This is an optimization exercise on Yosys and OpenROAD, whose aim is a short achievable clock period and few clock cycles, not a production implementation. Only simulation tests tie the RTL to the original design; equivalence was not proved.

==> 07-12 <==
Design y86_pipe, start of the top module:
module y86_pipe(
    input         clk,
    input         rst,             
    output [63:0] imem_addr,       
    input  [79:0] imem_data,       
    output [63:0] dmem_addr,
    output        dmem_we,
    output [63:0] dmem_wdata,
    input  [63:0] dmem_rdata,      
    output [1:0]  stat             
);
localparam [3:0] RNONE = 4'hF, RSP = 4'd4;
reg  [63:0] pc;
reg         f_stop;                
reg         x_valid;
reg  [3:0]  x_icode, x_ifun;
reg  [3:0]  x_srcA, x_srcB, x_dstE, x_dstM;
reg  [63:0] x_valC, x_valP;
reg  [1:0]  x_stat;                
reg  [1:0]  x_ridx;
reg         x_pred;
reg         y_valid;
reg  [3:0]  y_icode, y_ifun;
reg  [3:0]  y_srcA, y_srcB, y_dstE, y_dstM;
reg         m_we;
reg  [63:0] m_addr, m_wdata;
reg  [3:0]  m_dstM;
reg         m_isret;               
reg         m_iscall;
reg  [1:0]  m_ridx;
reg  [63:0] w_valM;
reg  [3:0]  w_dstM;
reg  [1:0]  stat_r;
reg         zf, sf, of;
reg         rst_q;
reg  [63:0] rf [0:14];
reg  [63:0] ras_tgt [0:3];
reg  [11:0] ras_S   [0:3];
reg  [3:0]  ras_v;
reg  [1:0]  ras_ptr;
assign imem_addr  = pc;
assign dmem_addr  = m_addr;
assign dmem_we    = m_we;
assign dmem_wdata = m_wdata;
assign stat       = stat_r;
function [63:0] rdreg(input [3:0] s);
    rdreg = (s == RNONE) ? 64'd0 : rf[s];
endfunction
function cond_of(input [3:0] fn, input z, input s, input o);
    case (fn)
        4'd0: cond_of = 1'b1;
        4'd1: cond_of = (s ^ o) | z;
        4'd2: cond_of = s ^ o;
        4'd3: cond_of = z;
        4'd4: cond_of = ~z;
        4'd5: cond_of = ~(s ^ o);
        4'd6: cond_of = ~(s ^ o) & ~z;
        default: cond_of = 1'b0;
    endcase
endfunction
function overlap(input [11:0] a, input [11:0] sl);
    reg [11:0] d;
    begin
        d = a - sl;
        overlap = (d[11:3] == 9'd0) || (d[11:3] == 9'h1ff && d[2:0] != 3'd0);
    end
endfunction
function [66:0] opq(input [1:0] fn, input [63:0] a, input [63:0] b);
    reg [63:0] r;
    reg z, o;
    begin
        case (fn)
            2'd0: begin r = b + a; z = (a ^ b) == ((a | b) << 1);
                        o = (a[63] == b[63]) && (r[63] != b[63]); end
            2'd1: begin r = b - a; z = a == b;
  ...
==> flow/config.mk <==
export PLATFORM = sky130hd
export DESIGN_NAME = y86_pipe
export DESIGN_NICKNAME = y86_pipe
export VERILOG_FILES = /design/flow/design.v
export SDC_FILE = /design/flow/constraint.sdc
export NUM_CORES = 4
export LEC_CHECK = 0
export ABC_CLOCK_PERIOD_IN_PS = 5000
export CAP_MARGIN = 20
export CORE_MARGIN = 2
export CORE_UTILIZATION = 40
export GPL_ROUTABILITY_DRIVEN = 1
export GPL_TIMING_DRIVEN = 1
export PLACE_DENSITY = 0.5
export SLEW_MARGIN = 20
export SYNTH_HIERARCHICAL = 1
==> flow/constraint.sdc <==
create_clock -name core_clock -period 33.0 [get_ports {clk}]
set_input_delay 6.6000 -clock core_clock [delete_from_list [all_inputs] [get_ports {clk}]]
set_output_delay 6.6000 -clock core_clock [all_outputs]
set_load 0.01 [all_outputs]
standard.sh (not shown) runs the stock make flow with config.mk's settings and CLKGATE_MAP_FILE= SYNTH_SCRIPT=/design/flow/synth_recipe.tcl, a recipe that flattens the netlist after the stock synthesis.
==> flow/flow/run.sh <==
#!/bin/bash
set -euo pipefail
bash standard.sh SETUP_SLACK_MARGIN=26 finish > standard_flow.log 2>&1
==> 11-27: changes against 07-12 <==
--- a/flow/design.v
+++ b/flow/design.v
@@ -8,45 +8,52 @@
     output [63:0] dmem_wdata,
     input  [63:0] dmem_rdata,      
     output [1:0]  stat             
 );
 localparam [3:0] RNONE = 4'hF, RSP = 4'd4;
-reg  [63:0] pc;
+reg  [63:0] pc;                    
+reg  [63:0] pc_out;                
 reg         f_stop;                
 reg         x_valid;
 reg  [3:0]  x_icode, x_ifun;
 reg  [3:0]  x_srcA, x_srcB, x_dstE, x_dstM;
 reg  [63:0] x_valC, x_valP;
 reg  [1:0]  x_stat;                
 reg  [1:0]  x_ridx;
 reg         x_pred;
-reg         y_valid;
+wire        y_valid = 1'b0;
 reg  [3:0]  y_icode, y_ifun;
 reg  [3:0]  y_srcA, y_srcB, y_dstE, y_dstM;
 reg         m_we;
 reg  [63:0] m_addr, m_wdata;
 reg  [3:0]  m_dstM;
 reg         m_isret;               
-reg         m_iscall;
-reg  [1:0]  m_ridx;
-reg  [63:0] w_valM;
-reg  [3:0]  w_dstM;
+reg  [3:0]  m_kill;                
+reg  [14:0] x_selA, x_selB, y_selA, y_selB;
 reg  [1:0]  stat_r;
 reg         zf, sf, of;
 reg         rst_q;
 reg  [63:0] rf [0:14];
 reg  [63:0] ras_tgt [0:3];
 reg  [11:0] ras_S   [0:3];
 reg  [3:0]  ras_v;
 reg  [1:0]  ras_ptr;
-assign imem_addr  = pc;
+assign imem_addr  = pc_out;
 assign dmem_addr  = m_addr;
 assign dmem_we    = m_we;
 assign dmem_wdata = m_wdata;
 assign stat       = stat_r;
-function [63:0] rdreg(input [3:0] s);
-    rdreg = (s == RNONE) ? 64'd0 : rf[s];
+function [63:0] rdreg(input [14:0] sel);
+    integer k;
+    begin
+        rdreg = 64'd0;
+        for (k = 0; k < 15; k = k + 1)
+            rdreg = rdreg | ({64{sel[k]}} & rf[k]);
+    end
+endfunction
+function [14:0] onehot(input [3:0] r);
+    onehot = (r == RNONE) ? 15'd0 : (15'd1 << r);
 endfunction
 function cond_of(input [3:0] fn, input z, input s, input o);
     case (fn)
         4'd0: cond_of = 1'b1;
         4'd1: cond_of = (s ^ o) | z;
@@ -103,14 +110,14 @@
 endfunction
 wire y_dep = hits(y_srcA, x_dstE) || hits(y_srcB, x_dstE) ||
              hits(y_srcA, x_dstM) || hits(y_srcB, x_dstM);
 wire y_go  = x_go && y_valid && !y_dep;
 wire x_split = x_go && y_valid && y_dep;
-wire [63:0] valA = (x_srcA != RNONE && x_srcA == w_dstM) ? w_valM : rdreg(x_srcA);
-wire [63:0] valB = (x_srcB != RNONE && x_srcB == w_dstM) ? w_valM : rdreg(x_srcB);
-wire [63:0] valA2 = (y_srcA != RNONE && y_srcA == w_dstM) ? w_valM : rdreg(y_srcA);
-wire [63:0] valB2 = (y_srcB != RNONE && y_srcB == w_dstM) ? w_valM : rdreg(y_srcB);
+wire [63:0] valA  = rdreg(x_selA);
+wire [63:0] valB  = rdreg(x_selB);
+wire [63:0] valA2 = rdreg(y_selA);
+wire [63:0] valB2 = rdreg(y_selB);
 wire [66:0] op1 = opq(x_ifun[1:0], valA, valB);
 reg  [63:0] addA;
 always @(*) begin
     if (x_rm || x_mr)      addA = x_valC;
     else if (x_cl || x_ps) addA = -64'd8;
@@ -179,23 +186,38 @@
         4'hA: begin g_srcA = g_rA; g_srcB = RSP; g_dstE = RSP; end
         4'hB: begin g_srcA = RSP; g_srcB = RSP; g_dstE = RSP; g_dstM = g_rA; end
         default: ;
     endcase
 end
+function pairable(input [3:0] c, input [3:0] f);
+    pairable = (c == 4'h2 && f <= 4'd6) || (c == 4'h6 && f <= 4'd3) ||
+               c == 4'hA || c == 4'hB;
+endfunction
 wire f_ret = f_icode == 4'h9;
 wire f_call = f_icode == 4'h8;
-wire m_hits_top = m_we && overlap(m_addr[11:0], ras_S[ras_ptr]) && !(m_iscall && m_ridx == ras_ptr);
+wire m_hits_top = m_kill[ras_ptr];
 wire f_pred = ras_v[ras_ptr] && !(x_valid && (x_rm || x_ps || x_cl || (y_valid && y_ps))) && !m_hits_top;
 wire f_block = (x_valid && x_rt && !x_rt_ok) || m_isret;    
 wire f_go    = !f_stop && !f_block && !x_stall && !x_split;
-wire [63:0] pc_next;
-wire        f_pair;
-pc_sel pcsel(.rst(rst), .redirect(m_isret), .go(f_go), .ins(imem_data), .zf(zf_n), .sf(sf_n), .of(of_n),
-             .pc(pc), .pc1(pc1), .pc2(pc2), .pc4(pc4), .pc9(pc9), .pc10(pc10),
-             .ras(ras_tgt[ras_ptr]), .rdata(dmem_rdata), .pair(f_pair), .pc_next(pc_next));
+wire [63:0] pc_next, pco_next;
+wire [63:0] ras_top = ras_tgt[ras_ptr];
+genvar j;
+generate
+    for (j = 0; j < 4; j = j + 1) begin : nxt
+        pc_sel sl(.rst(rst), .redirect(m_isret), .go(f_go), .ins(imem_data), .zf(zf_n), .sf(sf_n), .of(of_n),
+                  .pc(pc[16*j +: 16]), .pc1(pc1[16*j +: 16]), .pc2(pc2[16*j +: 16]), .pc4(pc4[16*j +: 16]),
+                  .pc9(pc9[16*j +: 16]), .pc10(pc10[16*j +: 16]), .ras(ras_top[16*j +: 16]),
+                  .rdata(dmem_rdata[16*j +: 16]), .valC(imem_data[16*j+8 +: 16]), .pc_next(pc_next[16*j +: 16]));
+        pc_sel so(.rst(rst), .redirect(m_isret), .go(f_go), .ins(imem_data), .zf(zf_n), .sf(sf_n), .of(of_n),
+                  .pc(pc[16*j +: 16]), .pc1(pc1[16*j +: 16]), .pc2(pc2[16*j +: 16]), .pc4(pc4[16*j +: 16]),
+                  .pc9(pc9[16*j +: 16]), .pc10(pc10[16*j +: 16]), .ras(ras_top[16*j +: 16]),
+                  .rdata(dmem_rdata[16*j +: 16]), .valC(imem_data[16*j+8 +: 16]), .pc_next(pco_next[16*j +: 16]));
+    end
+endgenerate
 always @(posedge clk) begin
-    pc <= pc_next;
+    pc     <= pc_next;
+    pc_out <= pco_next;
     if (rst)
         f_stop <= 1'b0;
     else if (f_go && f_final)
         f_stop <= 1'b1;
     if (rst) begin
@@ -213,36 +235,39 @@
         x_ridx <= f_call ? ras_ptr + 2'd1 : ras_ptr;
     if (x_go && x_cl)
         ras_S[x_ridx] <= sum[11:0];
     if (rst) begin
         x_valid <= 1'b0;
-        y_valid <= 1'b0;
     end
     else if (x_split) begin
         x_valid <= 1'b1;
-        y_valid <= 1'b0;
     end
     else if (!x_stall) begin
         x_valid <= f_go;
-        y_valid <= f_go && f_pair;
     end
     if (x_split) begin
         x_icode <= y_icode;
         x_ifun  <= y_ifun;
         x_srcA  <= y_srcA;
         x_srcB  <= y_srcB;
         x_dstE  <= y_dstE;
         x_dstM  <= y_dstM;
+        x_selA  <= y_selA;
+        x_selB  <= y_selB;
         x_stat  <= 2'd0;
     end
     else if (f_go) begin
         x_icode <= f_bad ? 4'h1 : f_icode;
         x_ifun  <= f_ifun;
         x_srcA  <= f_srcA;
         x_srcB  <= f_srcB;
         x_dstE  <= f_dstE;
         x_dstM  <= f_dstM;
+        x_selA  <= onehot(f_srcA);
+        x_selB  <= onehot(f_srcB);
+        y_selA  <= onehot(g_srcA);
+        y_selB  <= onehot(g_srcB);
         x_valC  <= imem_data[79:16];
         x_valP  <= pc9;
         x_stat  <= f_bad ? 2'd2 : (f_halt ? 2'd1 : 2'd0);
         y_icode <= g_icode;
         y_ifun  <= g_ifun;
@@ -251,10 +276,13 @@
         y_dstE  <= g_dstE;
         y_dstM  <= g_dstM;
     end
 end
 wire y_mem = y_go && (y_ps || y_pp);
+wire st_go = (x_go && (x_rm || x_ps || x_cl)) || (y_go && y_ps);
+wire [63:0] st_addr = (y_go && y_ps) ? sum2 : sum;
+integer k;
 always @(posedge clk) begin
     if (rst) begin
         m_we    <= 1'b0;
         m_dstM  <= RNONE;
         m_isret <= 1'b0;
@@ -264,25 +292,20 @@
         m_dstM  <= y_go ? ((y_dstM != RNONE) ? y_dstM :
                            (y_wrE && y_dstE == x_dstM) ? RNONE : x_dstM) :
                    x_go ? x_dstM : RNONE;
         m_isret <= x_go && x_rt && !x_rt_ok;
     end
-    m_iscall <= x_cl;
-    m_ridx   <= x_ridx;
+    for (k = 0; k < 4; k = k + 1)
+        m_kill[k] <= !rst && st_go && overlap(st_addr[11:0], ras_S[k]) && !(x_cl && x_ridx == k);
     if (y_mem) begin
         m_addr  <= y_pp ? valA2 : sum2;
         m_wdata <= valA2;
     end
     else begin
         m_addr  <= (x_rt || x_pp) ? valA : sum;
         m_wdata <= x_cl ? x_valP : valA;
     end
-    if (rst)
-        w_dstM <= RNONE;
-    else
-        w_dstM <= ((x_wrE && x_dstE == m_dstM) || (y_wrE && y_dstE == m_dstM)) ? RNONE : m_dstM;
-    w_valM <= dmem_rdata;
     if (rst) begin
         zf <= 1'b1; sf <= 1'b0; of <= 1'b0;
     end
     else begin
         zf <= zf_n; sf <= sf_n; of <= of_n;
@@ -300,11 +323,11 @@
             if (rst)
                 ras_v[i] <= 1'b0;
             else if (x_go && x_cl && x_ridx == i)
                 ras_v[i] <= 1'b1;
             else if ((f_go && f_call && ras_ptr + 2'd1 == i) ||
-                     (m_we && overlap(m_addr[11:0], ras_S[i]) && !(m_iscall && m_ridx == i)))
+                     m_kill[i])
                 ras_v[i] <= 1'b0;
         end
     end
     for (i = 0; i < 15; i = i + 1) begin : regs
         always @(posedge clk) begin
@@ -312,12 +335,12 @@
                 rf[i] <= 64'd0;
             else if (y_wrE && y_dstE == i)
                 rf[i] <= valE2;
             else if (x_wrE && x_dstE == i)
                 rf[i] <= valE;
-            else if (w_dstM == i)
-                rf[i] <= w_valM;
+            else if (m_dstM == i)
+                rf[i] <= dmem_rdata;        
         end
     end
 endgenerate
 endmodule
 module pc_inc(
@@ -334,15 +357,15 @@
     input         rst,
     input         redirect,        
     input         go,              
     input  [79:0] ins,
     input         zf, sf, of,      
-    input  [63:0] pc, pc1, pc2, pc4, pc9, pc10,
-    input  [63:0] ras,
-    input  [63:0] rdata,
-    output        pair,
-    output reg [63:0] pc_next
+    input  [15:0] pc, pc1, pc2, pc4, pc9, pc10,
+    input  [15:0] ras,
+    input  [15:0] rdata,
+    input  [15:0] valC,            
+    output reg [15:0] pc_next
 );
 wire [3:0] ic = ins[7:4];
 wire [3:0] fn = ins[3:0];
 wire [3:0] ic2 = ins[23:20];
 wire [3:0] fn2 = ins[19:16];
@@ -350,11 +373,11 @@
     pairable = (c == 4'h2 && f <= 4'd6) || (c == 4'h6 && f <= 4'd3) ||
                c == 4'hA || c == 4'hB;
 endfunction
 wire mem1 = ic == 4'hA || ic == 4'hB;
 wire mem2 = ic2 == 4'hA || ic2 == 4'hB;
-assign pair = pairable(ic, fn) && pairable(ic2, fn2) && !(mem1 && mem2);
+wire pair = 1'b0;    
 reg cnd;
 always @(*) begin
     case (fn)
         4'd0: cnd = 1'b1;
         4'd1: cnd = (sf ^ of) | zf;
@@ -367,17 +390,17 @@
     endcase
 end
 wire take = ic == 4'h8 || (ic == 4'h7 && cnd);
 always @(*) begin
     if (rst)
-        pc_next = 64'd0;
+        pc_next = 16'd0;
     else if (redirect)
         pc_next = rdata;
     else if (!go)
         pc_next = pc;
     else if (take)
-        pc_next = ins[71:8];
+        pc_next = valC;
     else
         case (ic)
             4'h2, 4'h6, 4'hA, 4'hB: pc_next = pair ? pc4 : pc2;
             4'h3, 4'h4, 4'h5:       pc_next = pc10;
             4'h7, 4'h8:             pc_next = pc9;
- CORE_UTILIZATION: 40 -> 25
- PLACE_DENSITY: 0.5 -> 0.35
==> 07-06: changes against 07-12 <==
--- a/flow/design.v
+++ b/flow/design.v
@@ -8,11 +8,12 @@
     output [63:0] dmem_wdata,
     input  [63:0] dmem_rdata,      
     output [1:0]  stat             
 );
 localparam [3:0] RNONE = 4'hF, RSP = 4'd4;
-reg  [63:0] pc;
+reg  [63:0] pc;                    
+reg  [63:0] pc_out;                
 reg         f_stop;                
 reg         x_valid;
 reg  [3:0]  x_icode, x_ifun;
 reg  [3:0]  x_srcA, x_srcB, x_dstE, x_dstM;
 reg  [63:0] x_valC, x_valP;
@@ -24,29 +25,35 @@
 reg  [3:0]  y_srcA, y_srcB, y_dstE, y_dstM;
 reg         m_we;
 reg  [63:0] m_addr, m_wdata;
 reg  [3:0]  m_dstM;
 reg         m_isret;               
-reg         m_iscall;
-reg  [1:0]  m_ridx;
-reg  [63:0] w_valM;
-reg  [3:0]  w_dstM;
+reg  [3:0]  m_kill;                
+reg  [14:0] x_selA, x_selB, y_selA, y_selB;
 reg  [1:0]  stat_r;
 reg         zf, sf, of;
 reg         rst_q;
 reg  [63:0] rf [0:14];
 reg  [63:0] ras_tgt [0:3];
 reg  [11:0] ras_S   [0:3];
 reg  [3:0]  ras_v;
 reg  [1:0]  ras_ptr;
-assign imem_addr  = pc;
+assign imem_addr  = pc_out;
 assign dmem_addr  = m_addr;
 assign dmem_we    = m_we;
 assign dmem_wdata = m_wdata;
 assign stat       = stat_r;
-function [63:0] rdreg(input [3:0] s);
-    rdreg = (s == RNONE) ? 64'd0 : rf[s];
+function [63:0] rdreg(input [14:0] sel);
+    integer k;
+    begin
+        rdreg = 64'd0;
+        for (k = 0; k < 15; k = k + 1)
+            rdreg = rdreg | ({64{sel[k]}} & rf[k]);
+    end
+endfunction
+function [14:0] onehot(input [3:0] r);
+    onehot = (r == RNONE) ? 15'd0 : (15'd1 << r);
 endfunction
 function cond_of(input [3:0] fn, input z, input s, input o);
     case (fn)
         4'd0: cond_of = 1'b1;
         4'd1: cond_of = (s ^ o) | z;
@@ -103,14 +110,14 @@
 endfunction
 wire y_dep = hits(y_srcA, x_dstE) || hits(y_srcB, x_dstE) ||
              hits(y_srcA, x_dstM) || hits(y_srcB, x_dstM);
 wire y_go  = x_go && y_valid && !y_dep;
 wire x_split = x_go && y_valid && y_dep;
-wire [63:0] valA = (x_srcA != RNONE && x_srcA == w_dstM) ? w_valM : rdreg(x_srcA);
-wire [63:0] valB = (x_srcB != RNONE && x_srcB == w_dstM) ? w_valM : rdreg(x_srcB);
-wire [63:0] valA2 = (y_srcA != RNONE && y_srcA == w_dstM) ? w_valM : rdreg(y_srcA);
-wire [63:0] valB2 = (y_srcB != RNONE && y_srcB == w_dstM) ? w_valM : rdreg(y_srcB);
+wire [63:0] valA  = rdreg(x_selA);
+wire [63:0] valB  = rdreg(x_selB);
+wire [63:0] valA2 = rdreg(y_selA);
+wire [63:0] valB2 = rdreg(y_selB);
 wire [66:0] op1 = opq(x_ifun[1:0], valA, valB);
 reg  [63:0] addA;
 always @(*) begin
     if (x_rm || x_mr)      addA = x_valC;
     else if (x_cl || x_ps) addA = -64'd8;
@@ -179,23 +186,40 @@
         4'hA: begin g_srcA = g_rA; g_srcB = RSP; g_dstE = RSP; end
         4'hB: begin g_srcA = RSP; g_srcB = RSP; g_dstE = RSP; g_dstM = g_rA; end
         default: ;
     endcase
 end
+function pairable(input [3:0] c, input [3:0] f);
+    pairable = (c == 4'h2 && f <= 4'd6) || (c == 4'h6 && f <= 4'd3) ||
+               c == 4'hA || c == 4'hB;
+endfunction
 wire f_ret = f_icode == 4'h9;
 wire f_call = f_icode == 4'h8;
-wire m_hits_top = m_we && overlap(m_addr[11:0], ras_S[ras_ptr]) && !(m_iscall && m_ridx == ras_ptr);
+wire m_hits_top = m_kill[ras_ptr];
 wire f_pred = ras_v[ras_ptr] && !(x_valid && (x_rm || x_ps || x_cl || (y_valid && y_ps))) && !m_hits_top;
 wire f_block = (x_valid && x_rt && !x_rt_ok) || m_isret;    
 wire f_go    = !f_stop && !f_block && !x_stall && !x_split;
-wire [63:0] pc_next;
-wire        f_pair;
-pc_sel pcsel(.rst(rst), .redirect(m_isret), .go(f_go), .ins(imem_data), .zf(zf_n), .sf(sf_n), .of(of_n),
-             .pc(pc), .pc1(pc1), .pc2(pc2), .pc4(pc4), .pc9(pc9), .pc10(pc10),
-             .ras(ras_tgt[ras_ptr]), .rdata(dmem_rdata), .pair(f_pair), .pc_next(pc_next));
+wire [63:0] pc_next, pco_next;
+wire [63:0] ras_top = ras_tgt[ras_ptr];
+genvar j;
+generate
+    for (j = 0; j < 4; j = j + 1) begin : nxt
+        pc_sel sl(.rst(rst), .redirect(m_isret), .go(f_go), .ins(imem_data), .zf(zf_n), .sf(sf_n), .of(of_n),
+                  .pc(pc[16*j +: 16]), .pc1(pc1[16*j +: 16]), .pc2(pc2[16*j +: 16]), .pc4(pc4[16*j +: 16]),
+                  .pc9(pc9[16*j +: 16]), .pc10(pc10[16*j +: 16]), .ras(ras_top[16*j +: 16]),
+                  .rdata(dmem_rdata[16*j +: 16]), .valC(imem_data[16*j+8 +: 16]), .pc_next(pc_next[16*j +: 16]));
+        pc_sel so(.rst(rst), .redirect(m_isret), .go(f_go), .ins(imem_data), .zf(zf_n), .sf(sf_n), .of(of_n),
+                  .pc(pc[16*j +: 16]), .pc1(pc1[16*j +: 16]), .pc2(pc2[16*j +: 16]), .pc4(pc4[16*j +: 16]),
+                  .pc9(pc9[16*j +: 16]), .pc10(pc10[16*j +: 16]), .ras(ras_top[16*j +: 16]),
+                  .rdata(dmem_rdata[16*j +: 16]), .valC(imem_data[16*j+8 +: 16]), .pc_next(pco_next[16*j +: 16]));
+    end
+endgenerate
+wire f_pair = pairable(f_icode, f_ifun) && pairable(g_icode, g_ifun) &&
+              !((f_icode == 4'hA || f_icode == 4'hB) && (g_icode == 4'hA || g_icode == 4'hB));
 always @(posedge clk) begin
-    pc <= pc_next;
+    pc     <= pc_next;
+    pc_out <= pco_next;
     if (rst)
         f_stop <= 1'b0;
     else if (f_go && f_final)
         f_stop <= 1'b1;
     if (rst) begin
@@ -230,19 +254,25 @@
         x_ifun  <= y_ifun;
         x_srcA  <= y_srcA;
         x_srcB  <= y_srcB;
         x_dstE  <= y_dstE;
         x_dstM  <= y_dstM;
+        x_selA  <= y_selA;
+        x_selB  <= y_selB;
         x_stat  <= 2'd0;
     end
     else if (f_go) begin
         x_icode <= f_bad ? 4'h1 : f_icode;
         x_ifun  <= f_ifun;
         x_srcA  <= f_srcA;
         x_srcB  <= f_srcB;
         x_dstE  <= f_dstE;
         x_dstM  <= f_dstM;
+        x_selA  <= onehot(f_srcA);
+        x_selB  <= onehot(f_srcB);
+        y_selA  <= onehot(g_srcA);
+        y_selB  <= onehot(g_srcB);
         x_valC  <= imem_data[79:16];
         x_valP  <= pc9;
         x_stat  <= f_bad ? 2'd2 : (f_halt ? 2'd1 : 2'd0);
         y_icode <= g_icode;
         y_ifun  <= g_ifun;
@@ -251,10 +281,13 @@
         y_dstE  <= g_dstE;
         y_dstM  <= g_dstM;
     end
 end
 wire y_mem = y_go && (y_ps || y_pp);
+wire st_go = (x_go && (x_rm || x_ps || x_cl)) || (y_go && y_ps);
+wire [63:0] st_addr = (y_go && y_ps) ? sum2 : sum;
+integer k;
 always @(posedge clk) begin
     if (rst) begin
         m_we    <= 1'b0;
         m_dstM  <= RNONE;
         m_isret <= 1'b0;
@@ -264,25 +297,20 @@
         m_dstM  <= y_go ? ((y_dstM != RNONE) ? y_dstM :
                            (y_wrE && y_dstE == x_dstM) ? RNONE : x_dstM) :
                    x_go ? x_dstM : RNONE;
         m_isret <= x_go && x_rt && !x_rt_ok;
     end
-    m_iscall <= x_cl;
-    m_ridx   <= x_ridx;
+    for (k = 0; k < 4; k = k + 1)
+        m_kill[k] <= !rst && st_go && overlap(st_addr[11:0], ras_S[k]) && !(x_cl && x_ridx == k);
     if (y_mem) begin
         m_addr  <= y_pp ? valA2 : sum2;
         m_wdata <= valA2;
     end
     else begin
         m_addr  <= (x_rt || x_pp) ? valA : sum;
         m_wdata <= x_cl ? x_valP : valA;
     end
-    if (rst)
-        w_dstM <= RNONE;
-    else
-        w_dstM <= ((x_wrE && x_dstE == m_dstM) || (y_wrE && y_dstE == m_dstM)) ? RNONE : m_dstM;
-    w_valM <= dmem_rdata;
     if (rst) begin
         zf <= 1'b1; sf <= 1'b0; of <= 1'b0;
     end
     else begin
         zf <= zf_n; sf <= sf_n; of <= of_n;
@@ -300,11 +328,11 @@
             if (rst)
                 ras_v[i] <= 1'b0;
             else if (x_go && x_cl && x_ridx == i)
                 ras_v[i] <= 1'b1;
             else if ((f_go && f_call && ras_ptr + 2'd1 == i) ||
-                     (m_we && overlap(m_addr[11:0], ras_S[i]) && !(m_iscall && m_ridx == i)))
+                     m_kill[i])
                 ras_v[i] <= 1'b0;
         end
     end
     for (i = 0; i < 15; i = i + 1) begin : regs
         always @(posedge clk) begin
@@ -312,12 +340,12 @@
                 rf[i] <= 64'd0;
             else if (y_wrE && y_dstE == i)
                 rf[i] <= valE2;
             else if (x_wrE && x_dstE == i)
                 rf[i] <= valE;
-            else if (w_dstM == i)
-                rf[i] <= w_valM;
+            else if (m_dstM == i)
+                rf[i] <= dmem_rdata;        
         end
     end
 endgenerate
 endmodule
 module pc_inc(
@@ -334,15 +362,15 @@
     input         rst,
     input         redirect,        
     input         go,              
     input  [79:0] ins,
     input         zf, sf, of,      
-    input  [63:0] pc, pc1, pc2, pc4, pc9, pc10,
-    input  [63:0] ras,
-    input  [63:0] rdata,
-    output        pair,
-    output reg [63:0] pc_next
+    input  [15:0] pc, pc1, pc2, pc4, pc9, pc10,
+    input  [15:0] ras,
+    input  [15:0] rdata,
+    input  [15:0] valC,            
+    output reg [15:0] pc_next
 );
 wire [3:0] ic = ins[7:4];
 wire [3:0] fn = ins[3:0];
 wire [3:0] ic2 = ins[23:20];
 wire [3:0] fn2 = ins[19:16];
@@ -350,11 +378,11 @@
     pairable = (c == 4'h2 && f <= 4'd6) || (c == 4'h6 && f <= 4'd3) ||
                c == 4'hA || c == 4'hB;
 endfunction
 wire mem1 = ic == 4'hA || ic == 4'hB;
 wire mem2 = ic2 == 4'hA || ic2 == 4'hB;
-assign pair = pairable(ic, fn) && pairable(ic2, fn2) && !(mem1 && mem2);
+wire pair = pairable(ic, fn) && pairable(ic2, fn2) && !(mem1 && mem2);
 reg cnd;
 always @(*) begin
     case (fn)
         4'd0: cnd = 1'b1;
         4'd1: cnd = (sf ^ of) | zf;
@@ -367,17 +395,17 @@
     endcase
 end
 wire take = ic == 4'h8 || (ic == 4'h7 && cnd);
 always @(*) begin
     if (rst)
-        pc_next = 64'd0;
+        pc_next = 16'd0;
     else if (redirect)
         pc_next = rdata;
     else if (!go)
         pc_next = pc;
     else if (take)
-        pc_next = ins[71:8];
+        pc_next = valC;
     else
         case (ic)
             4'h2, 4'h6, 4'hA, 4'hB: pc_next = pair ? pc4 : pc2;
             4'h3, 4'h4, 4'h5:       pc_next = pc10;
             4'h7, 4'h8:             pc_next = pc9;
- ABC_CLOCK_PERIOD_IN_PS: 5000 -> default
- CORE_UTILIZATION: 40 -> 25
- MIN_ROUTING_LAYER: default -> met2
- PLACE_DENSITY: 0.5 -> 0.35
==> results.txt <==
quantity                                                               11-27                      07-06                      07-12
Status                                                        finished clean  aborted with a tool error  aborted with a tool error
Failing step                                                               -                    5_1_grt                    5_1_grt
Seq/Total Area, Yosys                                                      -                     26.32%                     25.74%
Inserted Clock Buffers                                                   225                        244                        216
Mux contribution to synthesized area                                       -                     2.937%                     3.441%
Height of the die                                                   685.6 µm                   793.6 µm                   621.7 µm
Synth Instances                                                        14930                      20820                      21050
Count of distinct cell types in the synthesized netlist                    -                        120                        116
Placed cell areas                                                 129400 µm²                 178800 µm²                 162700 µm²
Cell taking the most area after synthesis                                  -                    dfxtp_1                    dfxtp_1
Setup bufs post-CTS                                                      219                        551                        856
Num rows                                                                 250                        290                        226
Most repeated cell in the gate-level netlist after synthesis               -                    nand2_1                    nand2_1
Synth top area share                                                       -                     16.03%                     16.41%
Area share of xor/xnor cells in the synthesized design                     -                     3.973%                     4.349%
Number of nets produced by synthesis                                   15390                      21540                      21780
Setup WS pre-CTS                                                    22.95 ns                   22.16 ns                   21.34 ns
Most common flop cell mapped by yosys                                      -                    dfxtp_1                    dfxtp_1
Mean instance size in the synthesized netlist                      7.781 µm²                  7.488 µm²                  7.252 µm²
Post-synthesis compound-gate area fraction                                 -                     33.81%                     31.68%
Post-synthesis simple-gate area fraction                                   -                     21.24%                     22.80%
Number of sinks driven by the clock tree                                1735                       1782                       1725
Testbench counts of 07-12, summed over its fixed seeds: cycles 40,676.
Testbench counts of 11-27, summed over its fixed seeds: cycles 45,702.
Testbench counts of 07-06, summed over its fixed seeds: cycles 40,676.

## separate check: timing with driven ports
The flow's constraints put no driver on any port. The routed layout listed below was extracted and timed again, unchanged, in two steps.
Step 1 assumes that a clkbuf_16 drives the clock port and a buf_2 every other input.
Step 2 adds t to the input delays and takes it off the output delays; t is the mean of the earliest and latest rising clock arrival at the registers after step 1. Input paths then give back, and output paths get back, about the clock's delay inside the block.
Three values: no drivers, after step 1, after step 2; two values: the first two.
run: 11-27
shift t [ns]: 1.101
slack for setup (ns): 24.820 / 24.689 / 24.087
worst slew at a driven data input, ns: 0.40
After both steps 11-27 still meets setup and hold. The setup slack of 11-27 moves by -0.131 ns with the drivers and by -0.733 ns with both steps.
